Source: an optimization exercise on an open RTL-to-GDS flow (aim: small area, a short achievable clock period and few clock cycles per item). Production flows keep margins and buffers that such runs may drop.
Only simulation tests tie the RTL to the original design; equivalence was not proved.
Power is estimated from default activity; no workload was simulated.

`config.mk`:
```
export PLATFORM = sky130hd
export DESIGN_NAME = divide
export DESIGN_NICKNAME = divide
export VERILOG_FILES = /design/flow/design.v
export SDC_FILE = /design/flow/constraint.sdc
export NUM_CORES = 4
export LEC_CHECK = 0
export ABC_AREA = 1
export CAP_MARGIN = 0
export CORE_MARGIN = 2
export CORE_UTILIZATION = 40
export SETUP_SLACK_MARGIN = 2.8
export SLEW_MARGIN = 0
export DONT_USE_CELLS = sky130_fd_sc_hd__fa_1 sky130_fd_sc_hd__fa_2 sky130_fd_sc_hd__fa_4 sky130_fd_sc_hd__ha_1 sky130_fd_sc_hd__ha_2 sky130_fd_sc_hd__ha_4
export BUFFER_PORTS_ARGS = -buffer_cell sky130_fd_sc_hd__buf_1
```
`standard.sh`:
```
#!/bin/bash
# synth_recipe.tcl (not shown) runs the flow's synth.tcl, then flattens the netlist and writes it again
# the make line also repeats each setting of config.mk as NAME=value (left out here)
make -C /OpenROAD-flow-scripts/flow DESIGN_CONFIG=/design/flow/config.mk WORK_HOME=/design/flow/orfs CLKGATE_MAP_FILE= SYNTH_SCRIPT=/design/flow/synth_recipe.tcl "${@:-finish}"
```
`flow/run.sh`:
```
#!/bin/bash
# The standard layout (standard.sh: ORFS synthesis and every layout step
# unchanged) with two library choices added to config.mk:
#  - full and half adder cells are not used, so Yosys leaves adders to abc
#    as plain gates (faster than the fa/ha cells);
#  - buffer_ports inserts plain buf_1 port buffers (sized up later by the
#    repair steps where needed) instead of the delay cells it picks by default.
# Make's full output, with every tool's, goes to flow.log; ORFS also keeps
# each step's log under orfs/logs.
set -euo pipefail
cat >> config.mk <<'EOC'
export DONT_USE_CELLS = sky130_fd_sc_hd__fa_1 sky130_fd_sc_hd__fa_2 sky130_fd_sc_hd__fa_4 sky130_fd_sc_hd__ha_1 sky130_fd_sc_hd__ha_2 sky130_fd_sc_hd__ha_4
export BUFFER_PORTS_ARGS = -buffer_cell sky130_fd_sc_hd__buf_1
EOC
bash standard.sh finish > flow.log 2>&1
```
`design.v`:
```
module divide(clk, rst, new_inp, dvdend, len_a, dvsor, len_b, quotient, remainder, count_add, count_sub, done);
	input clk;
	input rst;
	input new_inp;
	input [31:0] dvdend, dvsor;
	input [4:0] len_a, len_b;
	output [31:0] quotient, remainder;
	output reg done;
	output reg [4:0] count_add, count_sub;
	reg [30:0] q;       
	reg [30:0] r;       
	reg z;              
	reg [30:0] h;       
	reg [3:0] m;        
	wire bz = (len_b == 5'd1) & ~dvsor[0];
	wire lt = len_a < len_b;
	wire [3:0] fs = len_a[4:1] - len_b[4:1] - {3'd0, len_b[0] & ~len_a[0]};
	wire [30:0] sh1 = fs[0] ? {dvsor[28:0], 2'b00} : dvsor[30:0];
	wire [30:0] sh2 = fs[1] ? {sh1[26:0], 4'h0} : sh1;
	wire [30:0] sh3 = fs[2] ? {sh2[22:0], 8'h00} : sh2;
	wire [30:0] h0 = fs[3] ? {sh3[14:0], 16'h0000} : sh3;
	wire [33:0] xa = {3'b000, r};
	wire [33:0] xb = ~{3'b000, h};
	wire [33:0] xc = ~{2'b00, h, 1'b0};
	wire [33:0] cs_s = xa ^ xb ^ xc;
	wire [33:0] cs_c = {(xa[32:0] & xb[32:0]) | (xa[32:0] & xc[32:0]) | (xb[32:0] & xc[32:0]), 1'b1};
	wire [31:0] a1_a = {1'b0,r};
	wire [31:0] a1_b = ~{1'b0,h};
	wire [31:0] a1_p = a1_a ^ a1_b;
	wire [31:0] a1_g = a1_a & a1_b;
	wire [31:0] a1_t = a1_a | a1_b;
	wire a1_gc = a1_t[0];
	wire a1_n1_g = a1_g[1] | (a1_t[1] & a1_gc);
	wire a1_n2_g = a1_g[3] | (a1_t[3] & a1_g[2]);
	wire a1_n2_p = a1_t[3] & a1_t[2];
	wire a1_n3_g = a1_g[5] | (a1_t[5] & a1_g[4]);
	wire a1_n3_p = a1_t[5] & a1_t[4];
	wire a1_n4_g = a1_g[7] | (a1_t[7] & a1_g[6]);
	wire a1_n4_p = a1_t[7] & a1_t[6];
	wire a1_n5_g = a1_g[9] | (a1_t[9] & a1_g[8]);
	wire a1_n5_p = a1_t[9] & a1_t[8];
	wire a1_n6_g = a1_g[11] | (a1_t[11] & a1_g[10]);
	wire a1_n6_p = a1_t[11] & a1_t[10];
	wire a1_n7_g = a1_g[13] | (a1_t[13] & a1_g[12]);
	wire a1_n7_p = a1_t[13] & a1_t[12];
	wire a1_n8_g = a1_g[15] | (a1_t[15] & a1_g[14]);
	wire a1_n8_p = a1_t[15] & a1_t[14];
	wire a1_n9_g = a1_g[17] | (a1_t[17] & a1_g[16]);
	wire a1_n9_p = a1_t[17] & a1_t[16];
	wire a1_n10_g = a1_g[19] | (a1_t[19] & a1_g[18]);
	wire a1_n10_p = a1_t[19] & a1_t[18];
	wire a1_n11_g = a1_g[21] | (a1_t[21] & a1_g[20]);
	wire a1_n11_p = a1_t[21] & a1_t[20];
	wire a1_n12_g = a1_g[23] | (a1_t[23] & a1_g[22]);
	wire a1_n12_p = a1_t[23] & a1_t[22];
	wire a1_n13_g = a1_g[25] | (a1_t[25] & a1_g[24]);
	wire a1_n13_p = a1_t[25] & a1_t[24];
	wire a1_n14_g = a1_g[27] | (a1_t[27] & a1_g[26]);
	wire a1_n14_p = a1_t[27] & a1_t[26];
	wire a1_n15_g = a1_g[29] | (a1_t[29] & a1_g[28]);
	wire a1_n15_p = a1_t[29] & a1_t[28];
	wire a1_n16_g = a1_g[31] | (a1_t[31] & a1_g[30]);
	wire a1_n16_p = a1_t[31] & a1_t[30];
	wire a1_n17_g = a1_n2_g | (a1_n2_p & a1_n1_g);
	wire a1_n18_g = a1_n4_g | (a1_n4_p & a1_n3_g);
	wire a1_n18_p = a1_n4_p & a1_n3_p;
	wire a1_n19_g = a1_n6_g | (a1_n6_p & a1_n5_g);
	wire a1_n19_p = a1_n6_p & a1_n5_p;
	wire a1_n20_g = a1_n8_g | (a1_n8_p & a1_n7_g);
	wire a1_n20_p = a1_n8_p & a1_n7_p;
	wire a1_n21_g = a1_n10_g | (a1_n10_p & a1_n9_g);
	wire a1_n21_p = a1_n10_p & a1_n9_p;
	wire a1_n22_g = a1_n12_g | (a1_n12_p & a1_n11_g);
	wire a1_n22_p = a1_n12_p & a1_n11_p;
	wire a1_n23_g = a1_n14_g | (a1_n14_p & a1_n13_g);
	wire a1_n23_p = a1_n14_p & a1_n13_p;
	wire a1_n24_g = a1_n16_g | (a1_n16_p & a1_n15_g);
	wire a1_n24_p = a1_n16_p & a1_n15_p;
	wire a1_n25_g = a1_n18_g | (a1_n18_p & a1_n17_g);
	wire a1_n26_g = a1_n20_g | (a1_n20_p & a1_n19_g);
	wire a1_n26_p = a1_n20_p & a1_n19_p;
	wire a1_n27_g = a1_n22_g | (a1_n22_p & a1_n21_g);
	wire a1_n27_p = a1_n22_p & a1_n21_p;
	wire a1_n28_g = a1_n24_g | (a1_n24_p & a1_n23_g);
	wire a1_n28_p = a1_n24_p & a1_n23_p;
	wire a1_n29_g = a1_n26_g | (a1_n26_p & a1_n25_g);
	wire a1_n30_g = a1_n28_g | (a1_n28_p & a1_n27_g);
	wire a1_n30_p = a1_n28_p & a1_n27_p;
	wire a1_n31_g = a1_n30_g | (a1_n30_p & a1_n29_g);
	wire a1_n32_g = a1_n27_g | (a1_n27_p & a1_n29_g);
	wire a1_n33_g = a1_n19_g | (a1_n19_p & a1_n25_g);
	wire a1_n34_g = a1_n21_g | (a1_n21_p & a1_n29_g);
	wire a1_n35_g = a1_n23_g | (a1_n23_p & a1_n32_g);
	wire a1_n36_g = a1_n3_g | (a1_n3_p & a1_n17_g);
	wire a1_n37_g = a1_n5_g | (a1_n5_p & a1_n25_g);
	wire a1_n38_g = a1_n7_g | (a1_n7_p & a1_n33_g);
	wire a1_n39_g = a1_n9_g | (a1_n9_p & a1_n29_g);
	wire a1_n40_g = a1_n11_g | (a1_n11_p & a1_n34_g);
	wire a1_n41_g = a1_n13_g | (a1_n13_p & a1_n32_g);
	wire a1_n42_g = a1_n15_g | (a1_n15_p & a1_n35_g);
	wire a1_n43_g = a1_g[2] | (a1_t[2] & a1_n1_g);
	wire a1_n44_g = a1_g[4] | (a1_t[4] & a1_n17_g);
	wire a1_n45_g = a1_g[6] | (a1_t[6] & a1_n36_g);
	wire a1_n46_g = a1_g[8] | (a1_t[8] & a1_n25_g);
	wire a1_n47_g = a1_g[10] | (a1_t[10] & a1_n37_g);
	wire a1_n48_g = a1_g[12] | (a1_t[12] & a1_n33_g);
	wire a1_n49_g = a1_g[14] | (a1_t[14] & a1_n38_g);
	wire a1_n50_g = a1_g[16] | (a1_t[16] & a1_n29_g);
	wire a1_n51_g = a1_g[18] | (a1_t[18] & a1_n39_g);
	wire a1_n52_g = a1_g[20] | (a1_t[20] & a1_n34_g);
	wire a1_n53_g = a1_g[22] | (a1_t[22] & a1_n40_g);
	wire a1_n54_g = a1_g[24] | (a1_t[24] & a1_n32_g);
	wire a1_n55_g = a1_g[26] | (a1_t[26] & a1_n41_g);
	wire a1_n56_g = a1_g[28] | (a1_t[28] & a1_n35_g);
	wire a1_n57_g = a1_g[30] | (a1_t[30] & a1_n42_g);
	wire [32:0] a1_c = {a1_n31_g, a1_n57_g, a1_n42_g, a1_n56_g, a1_n35_g, a1_n55_g, a1_n41_g, a1_n54_g, a1_n32_g, a1_n53_g, a1_n40_g, a1_n52_g, a1_n34_g, a1_n51_g, a1_n39_g, a1_n50_g, a1_n29_g, a1_n49_g, a1_n38_g, a1_n48_g, a1_n33_g, a1_n47_g, a1_n37_g, a1_n46_g, a1_n25_g, a1_n45_g, a1_n36_g, a1_n44_g, a1_n17_g, a1_n43_g, a1_n1_g, a1_gc, 1'b1};
	wire [31:0] a1_s = a1_p ^ a1_c[31:0];
	wire a1_co = a1_c[32];
	wire [31:0] a2_a = {1'b0,r};
	wire [31:0] a2_b = ~{h,1'b0};
	wire [31:0] a2_p = a2_a ^ a2_b;
	wire [31:0] a2_g = a2_a & a2_b;
	wire [31:0] a2_t = a2_a | a2_b;
	wire a2_gc = a2_t[0];
	wire a2_n1_g = a2_g[1] | (a2_t[1] & a2_gc);
	wire a2_n2_g = a2_g[3] | (a2_t[3] & a2_g[2]);
	wire a2_n2_p = a2_t[3] & a2_t[2];
	wire a2_n3_g = a2_g[5] | (a2_t[5] & a2_g[4]);
	wire a2_n3_p = a2_t[5] & a2_t[4];
	wire a2_n4_g = a2_g[7] | (a2_t[7] & a2_g[6]);
	wire a2_n4_p = a2_t[7] & a2_t[6];
	wire a2_n5_g = a2_g[9] | (a2_t[9] & a2_g[8]);
	wire a2_n5_p = a2_t[9] & a2_t[8];
	wire a2_n6_g = a2_g[11] | (a2_t[11] & a2_g[10]);
	wire a2_n6_p = a2_t[11] & a2_t[10];
	wire a2_n7_g = a2_g[13] | (a2_t[13] & a2_g[12]);
	wire a2_n7_p = a2_t[13] & a2_t[12];
	wire a2_n8_g = a2_g[15] | (a2_t[15] & a2_g[14]);
	wire a2_n8_p = a2_t[15] & a2_t[14];
	wire a2_n9_g = a2_g[17] | (a2_t[17] & a2_g[16]);
	wire a2_n9_p = a2_t[17] & a2_t[16];
	wire a2_n10_g = a2_g[19] | (a2_t[19] & a2_g[18]);
	wire a2_n10_p = a2_t[19] & a2_t[18];
	wire a2_n11_g = a2_g[21] | (a2_t[21] & a2_g[20]);
	wire a2_n11_p = a2_t[21] & a2_t[20];
	wire a2_n12_g = a2_g[23] | (a2_t[23] & a2_g[22]);
	wire a2_n12_p = a2_t[23] & a2_t[22];
	wire a2_n13_g = a2_g[25] | (a2_t[25] & a2_g[24]);
	wire a2_n13_p = a2_t[25] & a2_t[24];
	wire a2_n14_g = a2_g[27] | (a2_t[27] & a2_g[26]);
	wire a2_n14_p = a2_t[27] & a2_t[26];
	wire a2_n15_g = a2_g[29] | (a2_t[29] & a2_g[28]);
	wire a2_n15_p = a2_t[29] & a2_t[28];
	wire a2_n16_g = a2_g[31] | (a2_t[31] & a2_g[30]);
	wire a2_n16_p = a2_t[31] & a2_t[30];
	wire a2_n17_g = a2_n2_g | (a2_n2_p & a2_n1_g);
	wire a2_n18_g = a2_n4_g | (a2_n4_p & a2_n3_g);
	wire a2_n18_p = a2_n4_p & a2_n3_p;
	wire a2_n19_g = a2_n6_g | (a2_n6_p & a2_n5_g);
	wire a2_n19_p = a2_n6_p & a2_n5_p;
	wire a2_n20_g = a2_n8_g | (a2_n8_p & a2_n7_g);
	wire a2_n20_p = a2_n8_p & a2_n7_p;
	wire a2_n21_g = a2_n10_g | (a2_n10_p & a2_n9_g);
	wire a2_n21_p = a2_n10_p & a2_n9_p;
	wire a2_n22_g = a2_n12_g | (a2_n12_p & a2_n11_g);
	wire a2_n22_p = a2_n12_p & a2_n11_p;
	wire a2_n23_g = a2_n14_g | (a2_n14_p & a2_n13_g);
	wire a2_n23_p = a2_n14_p & a2_n13_p;
	wire a2_n24_g = a2_n16_g | (a2_n16_p & a2_n15_g);
	wire a2_n24_p = a2_n16_p & a2_n15_p;
	wire a2_n25_g = a2_n18_g | (a2_n18_p & a2_n17_g);
	wire a2_n26_g = a2_n20_g | (a2_n20_p & a2_n19_g);
	wire a2_n26_p = a2_n20_p & a2_n19_p;
	wire a2_n27_g = a2_n22_g | (a2_n22_p & a2_n21_g);
	wire a2_n27_p = a2_n22_p & a2_n21_p;
	wire a2_n28_g = a2_n24_g | (a2_n24_p & a2_n23_g);
	wire a2_n28_p = a2_n24_p & a2_n23_p;
	wire a2_n29_g = a2_n26_g | (a2_n26_p & a2_n25_g);
	wire a2_n30_g = a2_n28_g | (a2_n28_p & a2_n27_g);
	wire a2_n30_p = a2_n28_p & a2_n27_p;
	wire a2_n31_g = a2_n30_g | (a2_n30_p & a2_n29_g);
	wire a2_n32_g = a2_n27_g | (a2_n27_p & a2_n29_g);
	wire a2_n33_g = a2_n19_g | (a2_n19_p & a2_n25_g);
	wire a2_n34_g = a2_n21_g | (a2_n21_p & a2_n29_g);
	wire a2_n35_g = a2_n23_g | (a2_n23_p & a2_n32_g);
	wire a2_n36_g = a2_n3_g | (a2_n3_p & a2_n17_g);
	wire a2_n37_g = a2_n5_g | (a2_n5_p & a2_n25_g);
	wire a2_n38_g = a2_n7_g | (a2_n7_p & a2_n33_g);
	wire a2_n39_g = a2_n9_g | (a2_n9_p & a2_n29_g);
	wire a2_n40_g = a2_n11_g | (a2_n11_p & a2_n34_g);
	wire a2_n41_g = a2_n13_g | (a2_n13_p & a2_n32_g);
	wire a2_n42_g = a2_n15_g | (a2_n15_p & a2_n35_g);
	wire a2_n43_g = a2_g[2] | (a2_t[2] & a2_n1_g);
	wire a2_n44_g = a2_g[4] | (a2_t[4] & a2_n17_g);
	wire a2_n45_g = a2_g[6] | (a2_t[6] & a2_n36_g);
	wire a2_n46_g = a2_g[8] | (a2_t[8] & a2_n25_g);
	wire a2_n47_g = a2_g[10] | (a2_t[10] & a2_n37_g);
	wire a2_n48_g = a2_g[12] | (a2_t[12] & a2_n33_g);
	wire a2_n49_g = a2_g[14] | (a2_t[14] & a2_n38_g);
	wire a2_n50_g = a2_g[16] | (a2_t[16] & a2_n29_g);
	wire a2_n51_g = a2_g[18] | (a2_t[18] & a2_n39_g);
	wire a2_n52_g = a2_g[20] | (a2_t[20] & a2_n34_g);
	wire a2_n53_g = a2_g[22] | (a2_t[22] & a2_n40_g);
	wire a2_n54_g = a2_g[24] | (a2_t[24] & a2_n32_g);
	wire a2_n55_g = a2_g[26] | (a2_t[26] & a2_n41_g);
	wire a2_n56_g = a2_g[28] | (a2_t[28] & a2_n35_g);
	wire a2_n57_g = a2_g[30] | (a2_t[30] & a2_n42_g);
	wire [32:0] a2_c = {a2_n31_g, a2_n57_g, a2_n42_g, a2_n56_g, a2_n35_g, a2_n55_g, a2_n41_g, a2_n54_g, a2_n32_g, a2_n53_g, a2_n40_g, a2_n52_g, a2_n34_g, a2_n51_g, a2_n39_g, a2_n50_g, a2_n29_g, a2_n49_g, a2_n38_g, a2_n48_g, a2_n33_g, a2_n47_g, a2_n37_g, a2_n46_g, a2_n25_g, a2_n45_g, a2_n36_g, a2_n44_g, a2_n17_g, a2_n43_g, a2_n1_g, a2_gc, 1'b1};
	wire [31:0] a2_s = a2_p ^ a2_c[31:0];
	wire a2_co = a2_c[32];
	wire [33:0] a3_a = cs_s;
	wire [33:0] a3_b = cs_c;
	wire [33:0] a3_p = a3_a ^ a3_b;
	wire [33:0] a3_g = a3_a & a3_b;
	wire [33:0] a3_t = a3_a | a3_b;
	wire a3_gc = a3_t[0];
	wire a3_n1_g = a3_g[1] | (a3_t[1] & a3_gc);
	wire a3_n2_g = a3_g[3] | (a3_t[3] & a3_g[2]);
	wire a3_n2_p = a3_t[3] & a3_t[2];
	wire a3_n3_g = a3_g[5] | (a3_t[5] & a3_g[4]);
	wire a3_n3_p = a3_t[5] & a3_t[4];
	wire a3_n4_g = a3_g[7] | (a3_t[7] & a3_g[6]);
	wire a3_n4_p = a3_t[7] & a3_t[6];
	wire a3_n5_g = a3_g[9] | (a3_t[9] & a3_g[8]);
	wire a3_n5_p = a3_t[9] & a3_t[8];
	wire a3_n6_g = a3_g[11] | (a3_t[11] & a3_g[10]);
	wire a3_n6_p = a3_t[11] & a3_t[10];
	wire a3_n7_g = a3_g[13] | (a3_t[13] & a3_g[12]);
	wire a3_n7_p = a3_t[13] & a3_t[12];
	wire a3_n8_g = a3_g[15] | (a3_t[15] & a3_g[14]);
	wire a3_n8_p = a3_t[15] & a3_t[14];
	wire a3_n9_g = a3_g[17] | (a3_t[17] & a3_g[16]);
	wire a3_n9_p = a3_t[17] & a3_t[16];
	wire a3_n10_g = a3_g[19] | (a3_t[19] & a3_g[18]);
	wire a3_n10_p = a3_t[19] & a3_t[18];
	wire a3_n11_g = a3_g[21] | (a3_t[21] & a3_g[20]);
	wire a3_n11_p = a3_t[21] & a3_t[20];
	wire a3_n12_g = a3_g[23] | (a3_t[23] & a3_g[22]);
	wire a3_n12_p = a3_t[23] & a3_t[22];
	wire a3_n13_g = a3_g[25] | (a3_t[25] & a3_g[24]);
	wire a3_n13_p = a3_t[25] & a3_t[24];
	wire a3_n14_g = a3_g[27] | (a3_t[27] & a3_g[26]);
	wire a3_n14_p = a3_t[27] & a3_t[26];
	wire a3_n15_g = a3_g[29] | (a3_t[29] & a3_g[28]);
	wire a3_n15_p = a3_t[29] & a3_t[28];
	wire a3_n16_g = a3_g[31] | (a3_t[31] & a3_g[30]);
	wire a3_n16_p = a3_t[31] & a3_t[30];
	wire a3_n17_g = a3_g[33] | (a3_t[33] & a3_g[32]);
	wire a3_n17_p = a3_t[33] & a3_t[32];
	wire a3_n18_g = a3_n2_g | (a3_n2_p & a3_n1_g);
	wire a3_n19_g = a3_n4_g | (a3_n4_p & a3_n3_g);
	wire a3_n19_p = a3_n4_p & a3_n3_p;
	wire a3_n20_g = a3_n6_g | (a3_n6_p & a3_n5_g);
	wire a3_n20_p = a3_n6_p & a3_n5_p;
	wire a3_n21_g = a3_n8_g | (a3_n8_p & a3_n7_g);
	wire a3_n21_p = a3_n8_p & a3_n7_p;
	wire a3_n22_g = a3_n10_g | (a3_n10_p & a3_n9_g);
	wire a3_n22_p = a3_n10_p & a3_n9_p;
	wire a3_n23_g = a3_n12_g | (a3_n12_p & a3_n11_g);
	wire a3_n23_p = a3_n12_p & a3_n11_p;
	wire a3_n24_g = a3_n14_g | (a3_n14_p & a3_n13_g);
	wire a3_n24_p = a3_n14_p & a3_n13_p;
	wire a3_n25_g = a3_n16_g | (a3_n16_p & a3_n15_g);
	wire a3_n25_p = a3_n16_p & a3_n15_p;
	wire a3_n26_g = a3_n19_g | (a3_n19_p & a3_n18_g);
	wire a3_n27_g = a3_n21_g | (a3_n21_p & a3_n20_g);
	wire a3_n27_p = a3_n21_p & a3_n20_p;
	wire a3_n28_g = a3_n23_g | (a3_n23_p & a3_n22_g);
	wire a3_n28_p = a3_n23_p & a3_n22_p;
	wire a3_n29_g = a3_n25_g | (a3_n25_p & a3_n24_g);
	wire a3_n29_p = a3_n25_p & a3_n24_p;
	wire a3_n30_g = a3_n27_g | (a3_n27_p & a3_n26_g);
	wire a3_n31_g = a3_n29_g | (a3_n29_p & a3_n28_g);
	wire a3_n31_p = a3_n29_p & a3_n28_p;
	wire a3_n32_g = a3_n31_g | (a3_n31_p & a3_n30_g);
	wire a3_n33_g = a3_n28_g | (a3_n28_p & a3_n30_g);
	wire a3_n34_g = a3_n20_g | (a3_n20_p & a3_n26_g);
	wire a3_n35_g = a3_n22_g | (a3_n22_p & a3_n30_g);
	wire a3_n36_g = a3_n24_g | (a3_n24_p & a3_n33_g);
	wire a3_n37_g = a3_n3_g | (a3_n3_p & a3_n18_g);
	wire a3_n38_g = a3_n5_g | (a3_n5_p & a3_n26_g);
	wire a3_n39_g = a3_n7_g | (a3_n7_p & a3_n34_g);
	wire a3_n40_g = a3_n9_g | (a3_n9_p & a3_n30_g);
	wire a3_n41_g = a3_n11_g | (a3_n11_p & a3_n35_g);
	wire a3_n42_g = a3_n13_g | (a3_n13_p & a3_n33_g);
	wire a3_n43_g = a3_n15_g | (a3_n15_p & a3_n36_g);
	wire a3_n44_g = a3_n17_g | (a3_n17_p & a3_n32_g);
	wire a3_n45_g = a3_g[2] | (a3_t[2] & a3_n1_g);
	wire a3_n46_g = a3_g[4] | (a3_t[4] & a3_n18_g);
	wire a3_n47_g = a3_g[6] | (a3_t[6] & a3_n37_g);
	wire a3_n48_g = a3_g[8] | (a3_t[8] & a3_n26_g);
	wire a3_n49_g = a3_g[10] | (a3_t[10] & a3_n38_g);
	wire a3_n50_g = a3_g[12] | (a3_t[12] & a3_n34_g);
	wire a3_n51_g = a3_g[14] | (a3_t[14] & a3_n39_g);
	wire a3_n52_g = a3_g[16] | (a3_t[16] & a3_n30_g);
	wire a3_n53_g = a3_g[18] | (a3_t[18] & a3_n40_g);
	wire a3_n54_g = a3_g[20] | (a3_t[20] & a3_n35_g);
	wire a3_n55_g = a3_g[22] | (a3_t[22] & a3_n41_g);
	wire a3_n56_g = a3_g[24] | (a3_t[24] & a3_n33_g);
	wire a3_n57_g = a3_g[26] | (a3_t[26] & a3_n42_g);
	wire a3_n58_g = a3_g[28] | (a3_t[28] & a3_n36_g);
	wire a3_n59_g = a3_g[30] | (a3_t[30] & a3_n43_g);
	wire a3_n60_g = a3_g[32] | (a3_t[32] & a3_n32_g);
	wire [34:0] a3_c = {a3_n44_g, a3_n60_g, a3_n32_g, a3_n59_g, a3_n43_g, a3_n58_g, a3_n36_g, a3_n57_g, a3_n42_g, a3_n56_g, a3_n33_g, a3_n55_g, a3_n41_g, a3_n54_g, a3_n35_g, a3_n53_g, a3_n40_g, a3_n52_g, a3_n30_g, a3_n51_g, a3_n39_g, a3_n50_g, a3_n34_g, a3_n49_g, a3_n38_g, a3_n48_g, a3_n26_g, a3_n47_g, a3_n37_g, a3_n46_g, a3_n18_g, a3_n45_g, a3_n1_g, a3_gc, 1'b1};
	wire [33:0] a3_s = a3_p ^ a3_c[33:0];
	wire a3_co = a3_c[34];
	wire c1 = a1_co;    
	wire c2 = a2_co;    
	wire c3 = a3_co;    
	wire d1 = c2;
	wire d0 = c3 | (c1 & ~c2);
	wire [30:0] rn = c3 ? a3_s[30:0] : c2 ? a2_s[30:0] : a1_s[30:0];
	wire last = (m == 4'd0);
	wire start = done & new_inp;
	assign quotient = {z, q};
	assign remainder = {z, r};
	always @(posedge clk) begin
		if (rst)
			done <= 1'b1;
		else if (start)
			done <= bz | lt;
		else if (!done)
			done <= last;
	end
	always @(posedge clk) begin
		if (done) begin
			h <= h0;
			m <= fs;
		end else begin
			h <= h >> 2;
			m <= m - 4'd1;
		end
	end
	always @(posedge clk) begin
		if (start) begin
			r <= dvdend[30:0] | {31{bz}};
			q <= {31{bz}};
			z <= bz;
			count_add <= (bz | lt | len_a[0] ^ len_b[0]) ? 5'd0 : 5'd31;
			count_sub <= (bz | lt) ? 5'd0 : 5'd1;
		end else if (!done) begin
			if (c1)
				r <= rn;
			q <= {q[28:0], d1, d0};
			count_add <= count_add + {4'd0, ~d1} + {4'd0, ~d0};
			count_sub <= count_sub + {4'd0, d1} + {4'd0, d0 & ~last};
		end
	end
endmodule
```
`constraint.sdc`:
```
create_clock -name core_clock -period 6.0 [get_ports {clk}]
set_input_delay 1.2000 -clock core_clock [delete_from_list [all_inputs] [get_ports {clk}]]
set_output_delay 1.2000 -clock core_clock [all_outputs]
set_load 0.01 [all_outputs]
```
==> results of run 1 <==
==> report_power, final <==
group          switching, mW  internal (mW)
clock network          0.349          0.305
registers              0.305           1.16
logic                   3.78           1.97
total                   4.43           3.44
==> stage by stage <==
stage               setup slack (ps)  util [%]
detailed placement              1905     43.65
finish                          2961     46.66
global route                    2794     46.66
floorplan                       2953         -
global placement                1931     43.65
CTS                             2763     45.33
==> worst max-delay path by stage <==
stage | to | slack [ps] | depth (start not counted)
after floorplan | h[22]$_DFF_P_ | 2950 | 14
after global placement | h[28]$_DFF_P_ | 1930 | 14
after detailed placement | h[28]$_DFF_P_ | 1910 | 14
after CTS | h[19]$_DFF_P_ | 2760 | 15
after global routing | count_add[4]$_DFFE_PP_ | 2790 | 22
final | count_add[2]$_DFFE_PP_ | 2960 | 15
==> repair_timing <==
action / in CTS / in global routing
hold endpoints to repair: 0 / 0
setup endpoints to repair: 85 / 79
resized for setup: 23 / 42
pin swaps: 1 / 10
setup buffers: 5 / 15
gates cloned: 3 / 6
==> metal layers <==
metal	GRT usage, %	up-vias
met1	34.14	5280
met5	0	-
li1	-	5941
met3	2.947	43
met4	6.152	0
met2	36.68	364
==> flip-flops by register name, summed over array words and instances (netlist names) <==
name       cells
z              1
count_sub      5
m              4
q             31
r             31
done           1
h             31
count_add      5
==> layout make-up <==
cell class | count | area [µm²] | share of cell area (%)
well taps | 335 | 419.2 | 3.477
inverters | 210 | 824.5 | 6.839
repair inverters | 3 | 22.52 | 0.1868
multi-input cells | 1378 | 6675 | 55.37
clock buffers | 9 | 225.2 | 1.868
flip-flops and latches | 109 | 2913 | 24.16
repair buffers | 180 | 895.9 | 7.430
clock inverters | 7 | 81.33 | 0.6746
==> cells by family (layout without fill, tap and decap cells) <==
logic type / count (synthesis) / count (layout)
buffers and inverters: 260 / 409
XOR/XNOR: 64 / 64
AND/OR/NAND/NOR: 989 / 991
adder cells (fa/ha/maj): 1 / 1
AO/OA/AOI/OAI: 311 / 312
flip-flops: 109 / 109
multiplexers: 10 / 10
==> cells in the final DEF, fill, tap and decap left out, types with 9 or more instances in the layout <==
cell type    n
nand2_1    592
nor2_1     212
inv_1      157
buf_1      148
o21ai_0    122
nand3_1    113
edfxtp_1    73
a21oi_1     64
inv_2       45
xor2_1      36
dfxtp_1     36
nand2_2     27
xnor2_1     26
buf_4       24
o22ai_1     23
o21ai_1     19
a31oi_1     16
clkbuf_16   12
mux2i_1     10
o221ai_1    10
a21boi_1     9
==> worst max-delay path, stage by stage <==
cell and delay, ps:
clkbuf_2 90, inv_1 40, nand2_2 70, xor2_1 150, inv_1 70, nand2_2 70, o21ai_2 60, or2_4 280
a21boi_4 210, o21ai_2 110, maj3_2 370, nand2_4 110, a21oi_1 60, nand2_2 170, o21ai_1 90
==> impl_metrics.yaml, run 1 <==
min_path:
  min_from: "m[0]$_DFF_P_"
  hold_depth: 1
  hold_end: "m[0]$_DFF_P_"
  hold_class: "flip-flop to flip-flop"
floorplanning:
  initial_core_util_pct: 40.42
  rows: 59
  io_pins: 152
  die-area_um2: 27420
  core-area_um2: 25840
  die_y_um: 165.6
  die_w_um: 165.6
global_routing:
  grt_antenna_before_repair: 0
  grt_start_max_net_pins: 51
  grt_pass1_vias: 9938
  track_usage_pct: 23.49
  grt_first_pass_wirelength_um: 50540
  grt_overflow: 0
timing:
  max_slew_margin_pct: 31.67
  skew_ps: 19.76
  fin_crit_ps: 3039
  hold-worst-slack_ps: 491.6
  finalHoldViolCount: 0
  timing.setup.tns_ps: 0
  setup_viol: 0
  worstMarginPinSlew_ps: 1025
  period_share_pct: 50.64
  max_freq_ghz: 0.3291
  maxSlewViolCount: 0
  rsz0062_at_grt: "false"
placement:
  place.gp.congestion: 0.9275
  placed_area_um2: 11280
  io_buffers: 149
  dpl.hpwl_um: 24450
  placed_cells: 2186
synthesis:
  yosysMostFrequentCell: "nand2_1"
  muxShareOfSynthArea_pct: 0.9585
  synth_area_leaders: "nand2_1 22%, edfxtp_1 21%, nor2_1 7.7%"
  synth_compound_area_share_pct: 17.25
  avgSynthCellArea_um2: 5.988
  syn_inst: 1744
  yosys.area.top_type_share_pct: 21.57
  synth_top_area_cell: "nand2_1"
  ys_types: 49
  synth_ff_type: "edfxtp_1"
  ys_seq_area_share_pct: 27.89
  synth_common_cells: "600 x nand2_1, 213 x nor2_1, 160 x inv_1"
  synthSimpleGateAreaFrac_pct: 38.75
  synthAdderAreaFrac_pct: 0.09585
  synthXorXnorAreaFrac_pct: 5.368
  synth_top_family_by_area: "simple AND/OR/NAND/NOR gates"
  syn-num-nets: 1821
  synthArstFlopShare_pct: 0
  netlist_area_um2: 10440
  ys_seq_elements: 109
  yosysWarnings: 1
  synth_edf_count: 73
setup_path:
  r2r_end: "r[21]$_DFFE_PP_"
  worst-setup-path-type: "input pin to flip-flop"
  reg2reg_depth: 20
  critical_path_peak_fanout: 5
  reg2reg_slack_ps: 3040
  endpoint_kind: "flip-flop"
  cp.arrival_ps: 3160
  crit_path_start_kind: "input pin"
  cp.required_ps: 6120
  r2r_start: "r[1]$_DFFE_PP_"
  cp-startpoint: "len_a[0]"
clocking:
  ctsHoldBuffers: 0
  cts_buffers: 9
  ctsLongestPathBuffers: 2
  insertion_delay_ps: 380
  cts_tree: "done"
  path_clk_slew_ps: 100
  clkSinkCount: 109
  htree_levels: 3
  cts-root-buf: "clkbuf_16"
drt:
  vias: 11628
  vias_per_cell: 5.212
  routedWlPerCell_um: 15.14
  drt_first_pass_iters: 6
  drt-initial-drc-count: 1077
  drc: 0
  wl_met3_um: 2310
  routed_wl_um: 33770
  dr_wl_met2_um: 14760
  ant_nets: 0
  top_layer_used: "met4"
  wl_met1_um: 16050
run_status:
  outcome: "complete, no violations"
layout:
  syn_to_final_growth_pct: 15.46
  finalNetCount: 1968
  fin_area_um2: 12060
  drive_above_1_share_pct: 9.599
  final_cells: 2231
  diodes: 0
  fillers: 2800
pwr:
  total_power_mw: 7.866
  powerDensity_nw_per_um2: 652.4
  leakagePower_nw: 6.032
  worst_ir_drop_vdd_v: 0.0002978
flow_run:
  max_cap_violations: 0
Testbench counts, summed over its fixed seeds: cycles 21,027, items 4,000.
==> run 2, diff against run 1 <==
--- a/config.mk
+++ b/config.mk
@@ -6,10 +6,11 @@
 export NUM_CORES = 4
 export LEC_CHECK = 0
 export ABC_AREA = 1
-export CAP_MARGIN = 0
+export CAP_MARGIN = 20
 export CORE_MARGIN = 2
 export CORE_UTILIZATION = 40
+export PLACE_DENSITY = 0.8
 export SETUP_SLACK_MARGIN = 2.8
-export SLEW_MARGIN = 0
+export SLEW_MARGIN = 20
 export DONT_USE_CELLS = sky130_fd_sc_hd__fa_1 sky130_fd_sc_hd__fa_2 sky130_fd_sc_hd__fa_4 sky130_fd_sc_hd__ha_1 sky130_fd_sc_hd__ha_2 sky130_fd_sc_hd__ha_4
 export BUFFER_PORTS_ARGS = -buffer_cell sky130_fd_sc_hd__buf_1
==> impl_metrics.yaml, run 2 <==
run_status:
  outcome: "complete, no violations"
floorplanning:
  die_y_um: 165.6
  die_w_um: 165.6
  rows: 59
  core-area_um2: 25840
  initial_core_util_pct: 40.42
  io_pins: 152
  die-area_um2: 27420
timing:
  worstMarginPinSlew_ps: 977.0
  finalHoldViolCount: 0
  rsz0062_at_grt: "false"
  setup_slack_ps: 2859
  max_slew_margin_pct: 34.87
  max_freq_ghz: 0.3184
  fin_crit_ps: 3141
  period_share_pct: 52.35
  timing.setup.tns_ps: 0
  hold-worst-slack_ps: 489.2
  skew_ps: 16.11
  maxSlewViolCount: 0
  setup_viol: 0
synthesis:
  syn_inst: 1744
  synth_area_leaders: "nand2_1 22%, edfxtp_1 21%, nor2_1 7.7%"
  netlist_area_um2: 10440
  ys_seq_area_share_pct: 27.89
  ys_seq_elements: 109
  yosysMostFrequentCell: "nand2_1"
  synth_edf_count: 73
  syn-num-nets: 1821
  ys_types: 49
  synth_top_area_cell: "nand2_1"
  synth_common_cells: "600 x nand2_1, 213 x nor2_1, 160 x inv_1"
  avgSynthCellArea_um2: 5.988
  synthArstFlopShare_pct: 0
  synth_ff_type: "edfxtp_1"
  yosys.area.top_type_share_pct: 21.57
  yosysWarnings: 1
layout:
  fin_area_um2: 12050
  diodes: 0
  post-route-util_pct: 46.64
  syn_to_final_growth_pct: 15.41
  largestRegisters: "h: 31 flops, q: 31 flops, r: 31 flops"
  final_cell_mix: "591 x nand2_1, 212 x nor2_1, 157 x inv_1"
  final_common_cell: "nand2_1"
  final_cells: 2235
  drive_above_1_share_pct: 9.684
  finalNetCount: 1972
clocking:
  clkSinkCount: 109
  ctsLongestPathBuffers: 2
  ctsHoldBuffers: 0
  cts-root-buf: "clkbuf_16"
  path_clk_slew_ps: 90
  insertion_delay_ps: 370
  cts_buffers: 9
  htree_levels: 3
  cts_tree: "done"
setup_path:
  worst-setup-path-type: "input pin to flip-flop"
  cp_cell_sequence: "buf_1, inv_1, nand2_2, xor2_1, inv_1, nand2_1, o21ai_2, or2_4, a21boi_2, buf_4, xnor2_2, buf_12, clkinvlp_4, buf_4, a21oi_1, o221ai_1"
  critPathSlowestCell: "or2_4"
  slowest_delay_ps: 260
  cp.required_ps: 6240
  crit_path_start_kind: "input pin"
  endpoint_kind: "flip-flop"
  cp.arrival_ps: 3380
  critical_path_peak_fanout: 9
  worst-path-buf-inv: 7
  crit_family: "buffers and inverters"
drt:
  drc: 0
  drt_first_pass_iters: 6
  vias_per_cell: 5.292
  routedWlPerCell_um: 14.66
  vias: 11827
  drt-initial-drc-count: 1216
  ant_nets: 0
  routed_wl_um: 32780
placement:
  place.gp.congestion: 0.9755
  placed_area_um2: 11280
  placed_cells: 2187
  pre_cts_ws_ps: 1910
  io_buffers: 149
  dpl.hpwl_um: 24230
global_routing:
  grt_overflow: 0
  grt_first_pass_wirelength_um: 49790
  track_usage_pct: 22.75
  grt_antenna_before_repair: 0
  grt_pass1_vias: 10151
  grt_start_max_net_pins: 42
pwr:
  total_power_mw: 7.799
  seq_power_share_pct: 18.8
  switching_share_pct: 56.16
  powerDensity_nw_per_um2: 647.1
  power_frac_clock_pct: 8.2
  internal_power_mw: 3.419
  combPwrFrac_pct: 73.0
  leakagePower_nw: 6.030
  power.switching_mw: 4.380
  worst_ir_drop_vdd_v: 0.0002727
flow_run:
  max_cap_violations: 0
min_path:
  hold_class: "flip-flop to flip-flop"
==> run 2: cell counts after synthesis <==
Identical to the previous run, type by type.
==> run 2: layout make-up <==
type                            count  area (µm²)
Timing Repair inverter              2       15.01
Tap cell                          335       419.2
Multi-Input combinational cell   1376        6646
Clock buffer                        9       225.2
Inverter                          210       820.8
Clock inverter                      7       91.34
Sequential cell                   109        2913
Fill cell                        2673       13790
Timing Repair Buffer              187       920.9
==> run 2: final timing paths <==
| path | depth (start not counted) | from | end | slack, ps |
|---|---|---|---|---|
| min reg2reg | 2 | m[2]$_DFF_P_ | m[2]$_DFF_P_ | 490 |
| max | 16 | len_a[0] | h[19]$_DFF_P_ | 2860 |
| max reg2reg | 15 | r[1]$_DFFE_PP_ | r[5]$_DFFE_PP_ | 3060 |
| min | 2 | m[2]$_DFF_P_ | m[2]$_DFF_P_ | 490 |
==> run 2: layer usage <==
layer  routed length (µm)  part of all wire (%)  up-vias  track usage [%]
li1                     -                     -     5949                -
met2                14940                    46      455            37.53
met3                 2358                   7.2       61            2.872
met4                  991                   3.0        0            7.994
met1                14490                    44     5362            30.64
met5                    0                     0        -                0
==> run 2: cells by family (layout without fill, tap and decap cells) <==
family                   Yosys count  count (layout)  synth area share [%]
AO/OA/AOI/OAI                    311             311                 17.25
XOR/XNOR                          64              64                 5.368
adder cells (fa/ha/maj)            1               1               0.09586
buffers and inverters            260             415                 9.681
flip-flops                       109             109                 27.89
multiplexers                      10              10                0.9586
AND/OR/NAND/NOR                  989             990                 38.75
==> run 2: what timing repair did <==
action | in CTS | in global routing
resized for setup | 25 | 35
pin swaps | 1 | 8
setup endpoints to repair | 114 | 80
buffers inserted | 10 | 17
gates cloned | 1 | 4
==> run 2: power by group through the flow <==
stage               Sequential [mW]  Combinational [mW]  Clock [mW]
finish                         1.47                5.69       0.642
global route                   1.50                6.39       0.674
CTS                            1.46                5.45       0.651
detailed placement             1.48                5.31           0
global placement               1.48                5.19           0
floorplan                      1.46                4.11           0
==> run 2: worst reg2reg max path: cells and delay by family, from the launching register on <==
family / cells / cell delay [ps]
flip-flops: 1 / 410
AO/OA/AOI/OAI: 3 / 490
buffers and inverters: 3 / 480
AND/OR/NAND/NOR: 9 / 1210
==> run 3, diff against run 2 <==
--- a/config.mk
+++ b/config.mk
@@ -9,7 +9,7 @@
 export CAP_MARGIN = 20
 export CORE_MARGIN = 2
 export CORE_UTILIZATION = 40
-export PLACE_DENSITY = 0.8
+export GPL_ROUTABILITY_DRIVEN = 0
 export SETUP_SLACK_MARGIN = 2.8
 export SLEW_MARGIN = 20
 export DONT_USE_CELLS = sky130_fd_sc_hd__fa_1 sky130_fd_sc_hd__fa_2 sky130_fd_sc_hd__fa_4 sky130_fd_sc_hd__ha_1 sky130_fd_sc_hd__ha_2 sky130_fd_sc_hd__ha_4
==> impl_metrics.yaml, run 3 <==
setup_path:
  crit_path_start_kind: "input pin"
  cp.required_ps: 6120
  worst-setup-path-type: "input pin to flip-flop"
  endpoint_kind: "flip-flop"
  r2r_end: "r[21]$_DFFE_PP_"
  critical_path_peak_fanout: 5
  worst-path-buf-inv: 3
  crit_top_cell: "nand2_2"
  reg2reg_slack_ps: 3040
  r2r_start: "r[1]$_DFFE_PP_"
  reg2reg_depth: 20
  crit_family: "simple AND/OR/NAND/NOR gates"
  slowest_delay_ps: 370
  cp_cell_sequence: "clkbuf_2, inv_1, nand2_2, xor2_1, inv_1, nand2_2, o21ai_2, or2_4, a21boi_4, o21ai_2, maj3_2, nand2_4, a21oi_1, nand2_2, o21ai_1"
  cp.arrival_ps: 3160
  critPathSlowestCell: "maj3_2"
synthesis:
  avgSynthCellArea_um2: 5.988
  ys_seq_elements: 109
  yosysWarnings: 1
  synth_common_cells: "600 x nand2_1, 213 x nor2_1, 160 x inv_1"
  synth_edf_count: 73
  synth_area_leaders: "nand2_1 22%, edfxtp_1 21%, nor2_1 7.7%"
  syn-num-nets: 1821
  ys_types: 49
  syn_inst: 1744
  ys_seq_area_share_pct: 27.89
  synth_ff_type: "edfxtp_1"
  synth_top_area_cell: "nand2_1"
  synthArstFlopShare_pct: 0
  yosys.area.top_type_share_pct: 21.57
  yosysMostFrequentCell: "nand2_1"
  netlist_area_um2: 10440
layout:
  syn_to_final_growth_pct: 15.46
  fillers: 2800
  finalNetCount: 1968
  largestRegisters: "h: 31 flops, q: 31 flops, r: 31 flops"
  final_cells: 2231
  diodes: 0
  final_cell_mix: "592 x nand2_1, 212 x nor2_1, 157 x inv_1"
  multiInputGateArea_um2: 6675
  drive_above_1_share_pct: 9.599
  fin_area_um2: 12060
  seqCellArea_um2: 2913
  final_common_cell: "nand2_1"
timing:
  setup_viol: 0
  worstMarginPinSlew_ps: 1025
  timing.setup.tns_ps: 0
  fin_crit_ps: 3039
  finalHoldViolCount: 0
  max_slew_margin_pct: 31.67
  max_freq_ghz: 0.3291
  period_share_pct: 50.64
  skew_ps: 19.76
  maxSlewViolCount: 0
  hold-worst-slack_ps: 491.6
  rsz0062_at_grt: "false"
drt:
  routedWlPerCell_um: 15.14
  ant_nets: 0
  vias: 11628
  drc: 0
  drt_first_pass_iters: 6
  vias_per_cell: 5.212
  routed_wl_um: 33770
  drt-initial-drc-count: 1077
floorplanning:
  die-area_um2: 27420
  die_w_um: 165.6
  die_y_um: 165.6
  initial_core_util_pct: 40.42
  io_pins: 152
  rows: 59
  core-area_um2: 25840
global_routing:
  grt_first_pass_wirelength_um: 50540
  grt_pass1_vias: 9938
  grt_start_max_net_pins: 51
  grt_overflow: 0
  grt_antenna_before_repair: 0
  track_usage_pct: 23.49
placement:
  dpl.hpwl_um: 24450
  io_buffers: 149
  placed_cells: 2186
  placed_area_um2: 11280
clocking:
  cts_tree: "done"
  path_clk_slew_ps: 100
  clkSinkCount: 109
  insertion_delay_ps: 380
  cts-root-buf: "clkbuf_16"
  htree_levels: 3
  cts_buffers: 9
  ctsLongestPathBuffers: 2
min_path:
  hold_class: "flip-flop to flip-flop"
  hold_end: "m[0]$_DFF_P_"
  min_from: "m[0]$_DFF_P_"
  hold_depth: 1
pwr:
  worst_ir_drop_vdd_v: 0.0002978
  leakagePower_nw: 6.032
  powerDensity_nw_per_um2: 652.4
flow_run:
  max_cap_violations: 0
run_status:
  outcome: "complete, no violations"
==> run 3: cells by family (layout without fill, tap and decap cells) <==
family / count (synthesis) / count (layout) / synth area share [%]
mux: 10 / 10 / 0.9586
simple gates: 989 / 991 / 38.75
compound gates: 311 / 312 / 17.25
xor+xnor: 64 / 64 / 5.368
buf+inv: 260 / 409 / 9.681
fa+ha+maj: 1 / 1 / 0.09586
flops: 109 / 109 / 27.89
==> run 3: worst max path at each step <==
stage                    from                     end  cells after the start  slack, ps
6_report             len_a[0]  count_add[2]$_DFFE_PP_                     15       2960
5_1_grt        r[1]$_DFFE_PP_  count_add[4]$_DFFE_PP_                     22       2790
3_5_place_dp         len_a[0]           h[28]$_DFF_P_                     14       1910
3_3_place_gp         len_a[0]           h[28]$_DFF_P_                     14       1930
4_1_cts              len_a[0]           h[19]$_DFF_P_                     15       2760
2_1_floorplan        len_a[0]           h[22]$_DFF_P_                     14       2950
==> run 3: metal layers <==
metal / up-vias / part of all wire (%) / global-route usage [%]
met5: - / 0 / 0
met4: 0 / 1.9 / 6.152
met3: 43 / 6.8 / 2.947
met2: 364 / 44 / 36.68
met1: 5280 / 48 / 34.14
li1: 5941 / - / -
==> run 3: final cells by class <==
cell class                 instances  share of cell area (%)
inverter                         210                   6.839
clock buffer                       9                   1.868
sequential                       109                   24.16
clock inverter                     7                  0.6746
timing repair inverter             3                  0.1868
multi-input combinational       1378                   55.37
tap                              335                   3.477
timing repair buffer             180                   7.430
==> run 3: timing repair <==
item | 4_1_cts | 5_1_grt
cloned | 3 | 6
setup endpoints to repair | 85 | 79
hold buffers | 0 | 0
hold endpoints to repair | 0 | 0
pin swaps | 1 | 10
setup buffers | 5 | 15
gates resized for setup | 23 | 42
==> run 3: per-stage QoR <==
stage	utilization [%]	power, mW	setup slack [ps]
6_report	46.66	7.866	2961
5_1_grt	46.66	8.677	2794
4_1_cts	45.33	7.625	2763
3_5_place_dp	43.65	6.825	1905
3_3_place_gp	43.65	6.753	1931
2_1_floorplan	-	5.574	2953
==> run 3: power by group <==
group	switching, mW	internal (mW)	leakage, nW	total, mW
clock	0.349	0.305	0.153	0.654
sequential	0.305	1.16	1.03	1.47
combinational	3.78	1.97	4.85	5.74
total	4.43	3.44	6.03	7.87
==> run 4, diff against run 3 <==
--- a/config.mk
+++ b/config.mk
@@ -9,8 +9,7 @@
 export CAP_MARGIN = 20
 export CORE_MARGIN = 2
 export CORE_UTILIZATION = 40
-export GPL_ROUTABILITY_DRIVEN = 0
-export SETUP_SLACK_MARGIN = 2.8
+export SETUP_SLACK_MARGIN = 2.7
 export SLEW_MARGIN = 20
 export DONT_USE_CELLS = sky130_fd_sc_hd__fa_1 sky130_fd_sc_hd__fa_2 sky130_fd_sc_hd__fa_4 sky130_fd_sc_hd__ha_1 sky130_fd_sc_hd__ha_2 sky130_fd_sc_hd__ha_4
 export BUFFER_PORTS_ARGS = -buffer_cell sky130_fd_sc_hd__buf_1
==> impl_metrics.yaml, run 4 <==
timing:
  max_freq_ghz: 0.3186
  maxSlewViolCount: 0
  hold-worst-slack_ps: 490.7
  rsz0062_at_grt: "true"
  worstMarginPinSlew_ps: 1035
  period_share_pct: 52.31
  fin_crit_ps: 3139
  setup_viol: 0
  timing.setup.tns_ps: 0
  finalHoldViolCount: 0
  skew_ps: 15.85
  max_slew_margin_pct: 30.99
global_routing:
  grt_pass1_vias: 9914
  track_usage_pct: 23.46
  grt_antenna_before_repair: 0
  grt_overflow: 0
  grt_first_pass_wirelength_um: 50470
  grt_start_max_net_pins: 51
layout:
  final_cell_mix: "596 x nand2_1, 212 x nor2_1, 157 x inv_1"
  drive_above_1_share_pct: 8.439
  finalNetCount: 1956
  post-route-util_pct: 45.93
  syn_to_final_growth_pct: 13.64
  final_common_cell: "nand2_1"
  largestRegisters: "h: 31 flops, q: 31 flops, r: 31 flops"
  diodes: 0
pwr:
  powerDensity_nw_per_um2: 654.5
  combPwrFrac_pct: 72.6
  power_frac_clock_pct: 8.4
  switching_share_pct: 56.62
  worst_ir_drop_vdd_v: 0.0003660
  seq_power_share_pct: 19.0
  power.switching_mw: 4.397
  internal_power_mw: 3.369
  leakagePower_nw: 5.931
setup_path:
  cp-startpoint: "len_a[0]"
  reg2reg_slack_ps: 2970
  critical_path_peak_fanout: 5
  endpoint_kind: "flip-flop"
  r2r_end: "count_add[4]$_DFFE_PP_"
  r2r_start: "r[15]$_DFFE_PP_"
  reg2reg_depth: 22
  cp.required_ps: 6120
  crit_path_start_kind: "input pin"
  worst-setup-path-type: "input pin to flip-flop"
  cp.arrival_ps: 3260
  endpoint: "count_add[0]$_DFFE_PP_"
clocking:
  ctsHoldBuffers: 0
  path_clk_slew_ps: 90
  htree_levels: 3
  clkSinkCount: 109
  cts_buffers: 9
  cts-root-buf: "clkbuf_16"
  insertion_delay_ps: 370
  ctsLongestPathBuffers: 2
  cts_tree: "done"
synthesis:
  synth_ff_type: "edfxtp_1"
  synth_edf_count: 73
  ys_seq_elements: 109
  ys_seq_area_share_pct: 27.89
  yosysWarnings: 1
  syn-num-nets: 1821
  yosys.area.top_type_share_pct: 21.57
  netlist_area_um2: 10440
  syn_inst: 1744
  synth_common_cells: "600 x nand2_1, 213 x nor2_1, 160 x inv_1"
  synth_top_area_cell: "nand2_1"
  avgSynthCellArea_um2: 5.988
  yosysMostFrequentCell: "nand2_1"
  synth_area_leaders: "nand2_1 22%, edfxtp_1 21%, nor2_1 7.7%"
  synthArstFlopShare_pct: 0
  ys_types: 49
flow_run:
  max_cap_violations: 0
drt:
  vias_per_cell: 5.175
  vias: 11483
  ant_nets: 0
  drt_first_pass_iters: 9
  drt-initial-drc-count: 1123
  routed_wl_um: 33210
  drc: 0
  routedWlPerCell_um: 14.96
floorplanning:
  die_w_um: 165.6
  rows: 59
  die_y_um: 165.6
  initial_core_util_pct: 40.42
  io_pins: 152
  core-area_um2: 25840
  die-area_um2: 27420
min_path:
  hold_class: "flip-flop to flip-flop"
  min_from: "m[0]$_DFF_P_"
run_status:
  outcome: "complete, no violations"
placement:
  place.gp.congestion: 0.9275
  dpl.hpwl_um: 24450
  io_buffers: 149
-- run 4: cells by family after synthesis --
group           Yosys count  share of synthesized area (%)
compound gates          311                          17.25
buf+inv                 260                          9.681
simple gates            989                          38.75
fa+ha+maj                 1                        0.09586
xor+xnor                 64                          5.368
flops                   109                          27.89
mux                      10                         0.9586
-- run 4: metrics by stage --
| stage | cells | setup slack [ps] | total power, mW | cell area [µm²] |
|---|---|---|---|---|
| 4_1_cts | 2208 | 2687 | 7.613 | 11670 |
| 5_1_grt | 2219 | 2600 | 8.575 | 11870 |
| 2_1_floorplan | 1744 | 2953 | 5.574 | 10440 |
| 6_report | 2219 | 2861 | 7.767 | 11870 |
| 3_5_place_dp | 2186 | 1905 | 6.825 | 11280 |
| 3_3_place_gp | 2186 | 1931 | 6.753 | 11280 |
-- run 4: what timing repair did --
| action | 4_1_cts | 5_1_grt |
|---|---|---|
| gates cloned | 2 | 4 |
| setup buffers | 4 | 7 |
| pin swaps | 1 | 6 |
| setup endpoints to repair | 82 | 69 |
| gates resized for setup | 16 | 31 |
-- run 4: power by group through the flow --
stage	registers, mW	logic, mW	clock network [mW]
floorplan	1.46	4.11	0
global placement	1.48	5.28	0
detailed placement	1.48	5.34	0
CTS	1.47	5.49	0.660
global route	1.50	6.39	0.686
finish	1.47	5.64	0.652
-- run 4: cell type report --
type,instances,area (µm²)
clock inverters,7,81.33
inverters,210,814.5
flip-flops and latches,109,2913
multi-input cells,1377,6626
repair inverters,3,22.52
well taps,335,419.2
clock buffers,9,225.2
fillers,2804,13970
repair buffers,169,764.5
-- run 4: how the worst min path moves through the flow --
stage | endpoint | slack (ps) | cells after the start
2_1_floorplan | m[0]$_DFF_P_ | 450 | 1
3_3_place_gp | m[0]$_DFF_P_ | 470 | 1
3_5_place_dp | m[0]$_DFF_P_ | 480 | 1
4_1_cts | m[0]$_DFF_P_ | 490 | 1
5_1_grt | m[0]$_DFF_P_ | 530 | 1
6_report | m[0]$_DFF_P_ | 490 | 1
-- run 4: routing by layer --
metal | vias up | routed length (µm) | GRT usage [%] | share of wire (%)
li1 | 5921 | - | - | -
met1 | 5174 | 16160 | 34.06 | 49
met2 | 357 | 14520 | 36.65 | 44
met3 | 31 | 2054 | 2.897 | 6.2
met4 | 0 | 476 | 6.230 | 1.4
met5 | - | 0 | 0 | 0
-- run 4: critical path: stages --
cell and delay, ps:
buf_1 90, inv_1 40, nand2_1 110, xor2_1 150, inv_1 60, nand2_1 70, o21ai_0 100, or2_1 280
a21boi_2 240, o21ai_2 110, maj3_2 380, nand2_4 110, a21oi_1 60, nand2_2 180, o21ai_1 100
==> run 5, diff against run 4 <==
--- a/config.mk
+++ b/config.mk
@@ -9,7 +9,7 @@
 export CAP_MARGIN = 20
 export CORE_MARGIN = 2
 export CORE_UTILIZATION = 40
-export SETUP_SLACK_MARGIN = 2.7
+export SETUP_SLACK_MARGIN = 2.75
 export SLEW_MARGIN = 20
 export DONT_USE_CELLS = sky130_fd_sc_hd__fa_1 sky130_fd_sc_hd__fa_2 sky130_fd_sc_hd__fa_4 sky130_fd_sc_hd__ha_1 sky130_fd_sc_hd__ha_2 sky130_fd_sc_hd__ha_4
 export BUFFER_PORTS_ARGS = -buffer_cell sky130_fd_sc_hd__buf_1
==> impl_metrics.yaml, run 5 <==
run_status:
  outcome: "complete, no violations"
drt:
  drt_first_pass_iters: 7
  vias: 11549
  routed_wl_um: 33550
  vias_per_cell: 5.188
  drt-initial-drc-count: 1047
  ant_nets: 0
  drc: 0
  routedWlPerCell_um: 15.07
timing:
  hold-worst-slack_ps: 491.8
  skew_ps: 18.22
  period_share_pct: 51.21
  max_slew_margin_pct: 31.94
  worstMarginPinSlew_ps: 1021
  rsz0062_at_grt: "false"
  finalHoldViolCount: 0
  maxSlewViolCount: 0
  fin_crit_ps: 3072
  setup_viol: 0
  max_freq_ghz: 0.3255
  timing.setup.tns_ps: 0
setup_path:
  crit_path_start_kind: "input pin"
  reg2reg_slack_ps: 2990
  r2r_end: "count_add[4]$_DFFE_PP_"
  reg2reg_depth: 22
  endpoint_kind: "flip-flop"
  worst-setup-path-type: "input pin to flip-flop"
  critical_path_peak_fanout: 5
  cp_cell_sequence: "buf_1, inv_1, nand2_2, xor2_1, inv_1, nand2_1, o21ai_1, or2_4, a21boi_4, o21ai_2, maj3_2, nand2_4, a21oi_1, nand2_2, o21ai_1"
  cp.arrival_ps: 3200
  critPathSlowestCell: "maj3_2"
  cp.required_ps: 6130
  slowest_delay_ps: 370
  r2r_start: "r[19]$_DFFE_PP_"
synthesis:
  synth_edf_count: 73
  synth_top_area_cell: "nand2_1"
  synthArstFlopShare_pct: 0
  synth_area_leaders: "nand2_1 22%, edfxtp_1 21%, nor2_1 7.7%"
  ys_types: 49
  syn_inst: 1744
  avgSynthCellArea_um2: 5.988
  yosys.area.top_type_share_pct: 21.57
  ys_seq_elements: 109
  ys_seq_area_share_pct: 27.89
  yosysWarnings: 1
  synth_common_cells: "600 x nand2_1, 213 x nor2_1, 160 x inv_1"
  syn-num-nets: 1821
  synth_ff_type: "edfxtp_1"
  yosysMostFrequentCell: "nand2_1"
  netlist_area_um2: 10440
clocking:
  cts-root-buf: "clkbuf_16"
  ctsLongestPathBuffers: 2
  cts_tree: "done"
  insertion_delay_ps: 380
  cts_buffers: 9
  ctsHoldBuffers: 0
  path_clk_slew_ps: 90
  clkSinkCount: 109
  htree_levels: 3
floorplanning:
  die-area_um2: 27420
  io_pins: 152
  die_w_um: 165.6
  initial_core_util_pct: 40.42
  rows: 59
  core-area_um2: 25840
  die_y_um: 165.6
global_routing:
  grt_pass1_vias: 9942
  track_usage_pct: 23.50
  grt_start_max_net_pins: 51
  grt_overflow: 0
  grt_first_pass_wirelength_um: 50560
  grt_antenna_before_repair: 0
placement:
  dpl.hpwl_um: 24450
  io_buffers: 149
  place.gp.congestion: 0.9275
pwr:
  power.switching_mw: 4.405
  powerDensity_nw_per_um2: 650.3
  combPwrFrac_pct: 72.7
  power_frac_clock_pct: 8.4
  internal_power_mw: 3.383
  switching_share_pct: 56.56
  leakagePower_nw: 5.989
  total_power_mw: 7.788
  seq_power_share_pct: 18.9
  worst_ir_drop_vdd_v: 0.0003672
layout:
  largestRegisters: "h: 31 flops, q: 31 flops, r: 31 flops"
  final_cell_mix: "594 x nand2_1, 212 x nor2_1, 157 x inv_1"
  final_common_cell: "nand2_1"
  diodes: 0
  finalNetCount: 1963
  syn_to_final_growth_pct: 14.68
  drive_above_1_share_pct: 9.096
min_path:
  min_from: "m[0]$_DFF_P_"
  hold_class: "flip-flop to flip-flop"
  hold_depth: 1
  hold_end: "m[0]$_DFF_P_"
flow_run:
  max_cap_violations: 0
-- run 5: area by class of cell --
type / count / area [µm²]
clock buffers: 9 / 225.2
repair inverters: 3 / 22.52
well taps: 335 / 419.2
fillers: 2798 / 13860
clock inverters: 7 / 81.33
flip-flops and latches: 109 / 2913
repair buffers: 175 / 827.0
multi-input cells: 1378 / 6663
inverters: 210 / 824.5
-- run 5: per-stage QoR --
step	instances	area [µm²]	util [%]	setup slack, ps
CTS	2209	11700	45.30	2753
detailed placement	2186	11280	43.65	1905
global placement	2186	11280	43.65	1931
floorplan	1744	10440	-	2953
finish	2226	11980	46.35	2928
global route	2226	11980	46.35	2750
-- run 5: logic make-up (layout without fill, tap and decap cells) --
family,after synthesis,count (layout),share of synthesized area [%]
flip-flops,109,109,27.89
buffers and inverters,260,404,9.681
AND/OR/NAND/NOR,989,991,38.75
XOR/XNOR,64,64,5.368
adder cells (fa/ha/maj),1,1,0.09586
AO/OA/AOI/OAI,311,312,17.25
multiplexers,10,10,0.9586
-- run 5: critical path, delay by kind of cell --
family	cells	cell delay (ps)
buf+inv	3	200
compound gates	5	560
fa+ha+maj	1	370
xor+xnor	1	150
simple gates	5	720
-- run 5: per-layer routing --
metal  global-route usage, %  part of all wire, %
met1                   34.07                   48
met2                   36.67                   44
met3                   2.922                  6.3
met4                   6.426                  2.1
met5                       0                    0
-- run 5: power groups by stage --
stage | Clock (mW) | Combinational (mW) | Sequential [mW]
6_report | 0.653 | 5.66 | 1.47
5_1_grt | 0.686 | 6.41 | 1.50
4_1_cts | 0.660 | 5.49 | 1.47
3_5_place_dp | 0 | 5.34 | 1.48
3_3_place_gp | 0 | 5.28 | 1.48
2_1_floorplan | 0 | 4.11 | 1.46
-- run 5: worst max path at each step --
stage             start                      to  slack [ps]
6_report       len_a[0]  count_add[0]$_DFFE_PP_        2930
3_5_place_dp   len_a[0]           h[28]$_DFF_P_        1910
3_3_place_gp   len_a[0]           h[28]$_DFF_P_        1930
5_1_grt        len_a[0]  count_add[0]$_DFFE_PP_        2750
4_1_cts        len_a[0]           h[20]$_DFF_P_        2750
2_1_floorplan  len_a[0]           h[22]$_DFF_P_        2950
-- run 5: what timing repair did --
action | CTS | global route
gates resized for setup | 21 | 39
setup endpoints to repair | 83 | 80
pin swaps | 1 | 9
gates cloned | 3 | 5
setup buffers | 4 | 12
==> run 6, diff against run 5 <==
--- a/config.mk
+++ b/config.mk
@@ -9,7 +9,7 @@
 export CAP_MARGIN = 20
 export CORE_MARGIN = 2
 export CORE_UTILIZATION = 40
-export SETUP_SLACK_MARGIN = 2.75
+export SETUP_SLACK_MARGIN = 2.85
 export SLEW_MARGIN = 20
 export DONT_USE_CELLS = sky130_fd_sc_hd__fa_1 sky130_fd_sc_hd__fa_2 sky130_fd_sc_hd__fa_4 sky130_fd_sc_hd__ha_1 sky130_fd_sc_hd__ha_2 sky130_fd_sc_hd__ha_4
 export BUFFER_PORTS_ARGS = -buffer_cell sky130_fd_sc_hd__buf_1
==> impl_metrics.yaml, run 6 <==
clocking:
  path_clk_slew_ps: 90
  cts_tree: "done"
  clkSinkCount: 109
  cts_buffers: 9
  insertion_delay_ps: 380
  cts-root-buf: "clkbuf_16"
  htree_levels: 3
  ctsLongestPathBuffers: 2
  ctsHoldBuffers: 0
timing:
  setup_viol: 0
  worstMarginPinSlew_ps: 1013
  fin_crit_ps: 3047
  maxSlewViolCount: 0
  finalHoldViolCount: 0
  max_freq_ghz: 0.3282
  max_slew_margin_pct: 32.44
  skew_ps: 19.03
  timing.setup.tns_ps: 0
  setup_slack_ps: 2953
  period_share_pct: 50.78
  rsz0062_at_grt: "true"
global_routing:
  grt_start_max_net_pins: 51
  grt_pass1_vias: 9981
  grt_antenna_before_repair: 0
  grt_first_pass_wirelength_um: 50620
  grt_overflow: 0
  track_usage_pct: 23.52
synthesis:
  synth_common_cells: "600 x nand2_1, 213 x nor2_1, 160 x inv_1"
  synth_ff_type: "edfxtp_1"
  synth_area_leaders: "nand2_1 22%, edfxtp_1 21%, nor2_1 7.7%"
  syn_inst: 1744
  synthArstFlopShare_pct: 0
  synth_edf_count: 73
  yosysMostFrequentCell: "nand2_1"
  yosys.area.top_type_share_pct: 21.57
  ys_seq_elements: 109
  ys_seq_area_share_pct: 27.89
  netlist_area_um2: 10440
  yosysWarnings: 1
  syn-num-nets: 1821
  avgSynthCellArea_um2: 5.988
  synth_top_area_cell: "nand2_1"
  ys_types: 49
floorplanning:
  rows: 59
  die_w_um: 165.6
  die-area_um2: 27420
  initial_core_util_pct: 40.42
  die_y_um: 165.6
  io_pins: 152
  core-area_um2: 25840
run_status:
  outcome: "complete, no violations"
pwr:
  leakagePower_nw: 6.081
  worst_ir_drop_vdd_v: 0.0002987
  powerDensity_nw_per_um2: 650.4
flow_run:
  max_cap_violations: 0
layout:
  fillers: 2779
  fin_area_um2: 12170
  syn_to_final_growth_pct: 16.52
  final_common_cell: "nand2_1"
  finalNetCount: 1973
  largestRegisters: "h: 31 flops, q: 31 flops, r: 31 flops"
  final_cells: 2236
  drive_above_1_share_pct: 10.15
  diodes: 0
  seqCellArea_um2: 2913
  final_cell_mix: "592 x nand2_1, 212 x nor2_1, 157 x inv_1"
  multiInputGateArea_um2: 6736
setup_path:
  endpoint_kind: "flip-flop"
  cp_cell_sequence: "clkbuf_2, inv_1, nand2_2, xor2_1, inv_1, nand2_2, o21ai_2, or2_4, a21boi_4, buf_12, xnor2_4, buf_12, clkinvlp_4, o21ai_1, o221ai_1"
  worst-setup-path-type: "input pin to flip-flop"
  crit_family: "compound AO/OA/AOI/OAI gates"
  cp.arrival_ps: 3300
  critPathSlowestCell: "o21ai_1"
  r2r_end: "count_add[4]$_DFFE_PP_"
  critical_path_peak_fanout: 6
  r2r_start: "r[1]$_DFFE_PP_"
  cp.required_ps: 6250
  reg2reg_slack_ps: 3090
  worst-path-buf-inv: 6
  reg2reg_depth: 20
  slowest_delay_ps: 290
  crit_path_start_kind: "input pin"
placement:
  placed_cells: 2186
  io_buffers: 149
  placed_area_um2: 11280
  pre_cts_ws_ps: 1905
  place.gp.congestion: 0.9275
  dpl.hpwl_um: 24450
drt:
  drc: 0
  routed_wl_um: 33830
  drt-initial-drc-count: 1238
  vias_per_cell: 5.217
  routedWlPerCell_um: 15.13
  vias: 11665
  ant_nets: 0
  drt_first_pass_iters: 5
min_path:
  min_from: "m[0]$_DFF_P_"
  hold_class: "flip-flop to flip-flop"
  hold_depth: 1
  hold_end: "m[0]$_DFF_P_"
-- run 6: per-layer routing --
layer  global-route usage, %  vias to the layer above  part of all wire, %
met5                       0                        -                    0
met4                   6.230                        0                  1.9
met3                   2.947                       46                  6.4
met2                   36.78                      384                   44
met1                   34.12                     5278                   48
li1                        -                     5957                    -
-- run 6: how the worst max path moves through the flow --
stage | start | slack [ps] | to | depth (start not counted)
after floorplan | len_a[0] | 2950 | h[22]$_DFF_P_ | 14
after global placement | len_a[0] | 1930 | h[28]$_DFF_P_ | 14
after detailed placement | len_a[0] | 1910 | h[28]$_DFF_P_ | 14
after CTS | len_a[0] | 2830 | h[29]$_SDFF_PN0_ | 16
after global routing | len_a[0] | 2780 | h[26]$_DFF_P_ | 18
final | len_a[0] | 2950 | h[26]$_DFF_P_ | 15
-- run 6: kinds of logic (layout without fill, tap and decap cells) --
family | count (synthesis) | after routing | synth area share (%)
simple gates | 989 | 991 | 38.75
compound gates | 311 | 312 | 17.25
xor+xnor | 64 | 64 | 5.368
buf+inv | 260 | 414 | 9.681
flops | 109 | 109 | 27.89
fa+ha+maj | 1 | 1 | 0.09586
mux | 10 | 10 | 0.9586
-- run 6: worst reg2reg max path, delay by kind of cell (launching register included) --
| kind | cells | cell delay, ps |
|---|---|---|
| and+or+nand+nor | 15 | 1460 |
| AOI/OAI and AO/OA | 1 | 280 |
| buffers and inverters | 4 | 470 |
| DFF | 1 | 450 |
-- run 6: cell type report --
cell class	count	area share, %
Tap cell	335	3.445
Clock buffer	9	1.851
Timing Repair inverter	3	0.1851
Clock inverter	7	0.6684
Inverter	210	6.817
Multi-Input combinational cell	1378	55.36
Sequential cell	109	23.94
Timing Repair Buffer	185	7.733
-- run 6: power by group --
| part | leakage [nW] | switching, mW | internal (mW) |
|---|---|---|---|
| registers | 1.03 | 0.305 | 1.16 |
| logic | 4.90 | 3.80 | 1.99 |
| clock network | 0.153 | 0.347 | 0.305 |
| total | 6.08 | 4.45 | 3.46 |
-- run 6: per-stage QoR --
| stage | hold slack [ps] | utilization (%) | total power [mW] |
|---|---|---|---|
| 2_1_floorplan | 449.0 | - | 5.574 |
| 3_3_place_gp | 470.9 | 43.65 | 6.753 |
| 3_5_place_dp | 477.5 | 43.65 | 6.825 |
| 4_1_cts | 491.5 | 45.41 | 7.630 |
| 5_1_grt | 531.6 | 47.09 | 8.728 |
| 6_report | 491.8 | 47.09 | 7.914 |
-- run 6: what timing repair did --
item	CTS	global route
cloned	4	5
setup buffers	5	20
pin swaps	1	10
gates resized for setup	27	58
endpoints found under the setup margin	88	85

Setup slack of run 6, layout unchanged: 2.953 ns with ideal ports, 2.979 ns with driving cells assumed (clock clkbuf_16, inputs buf_2), 2.563 ns with port delays also shifted by the 0.416 ns mid clock arrival.
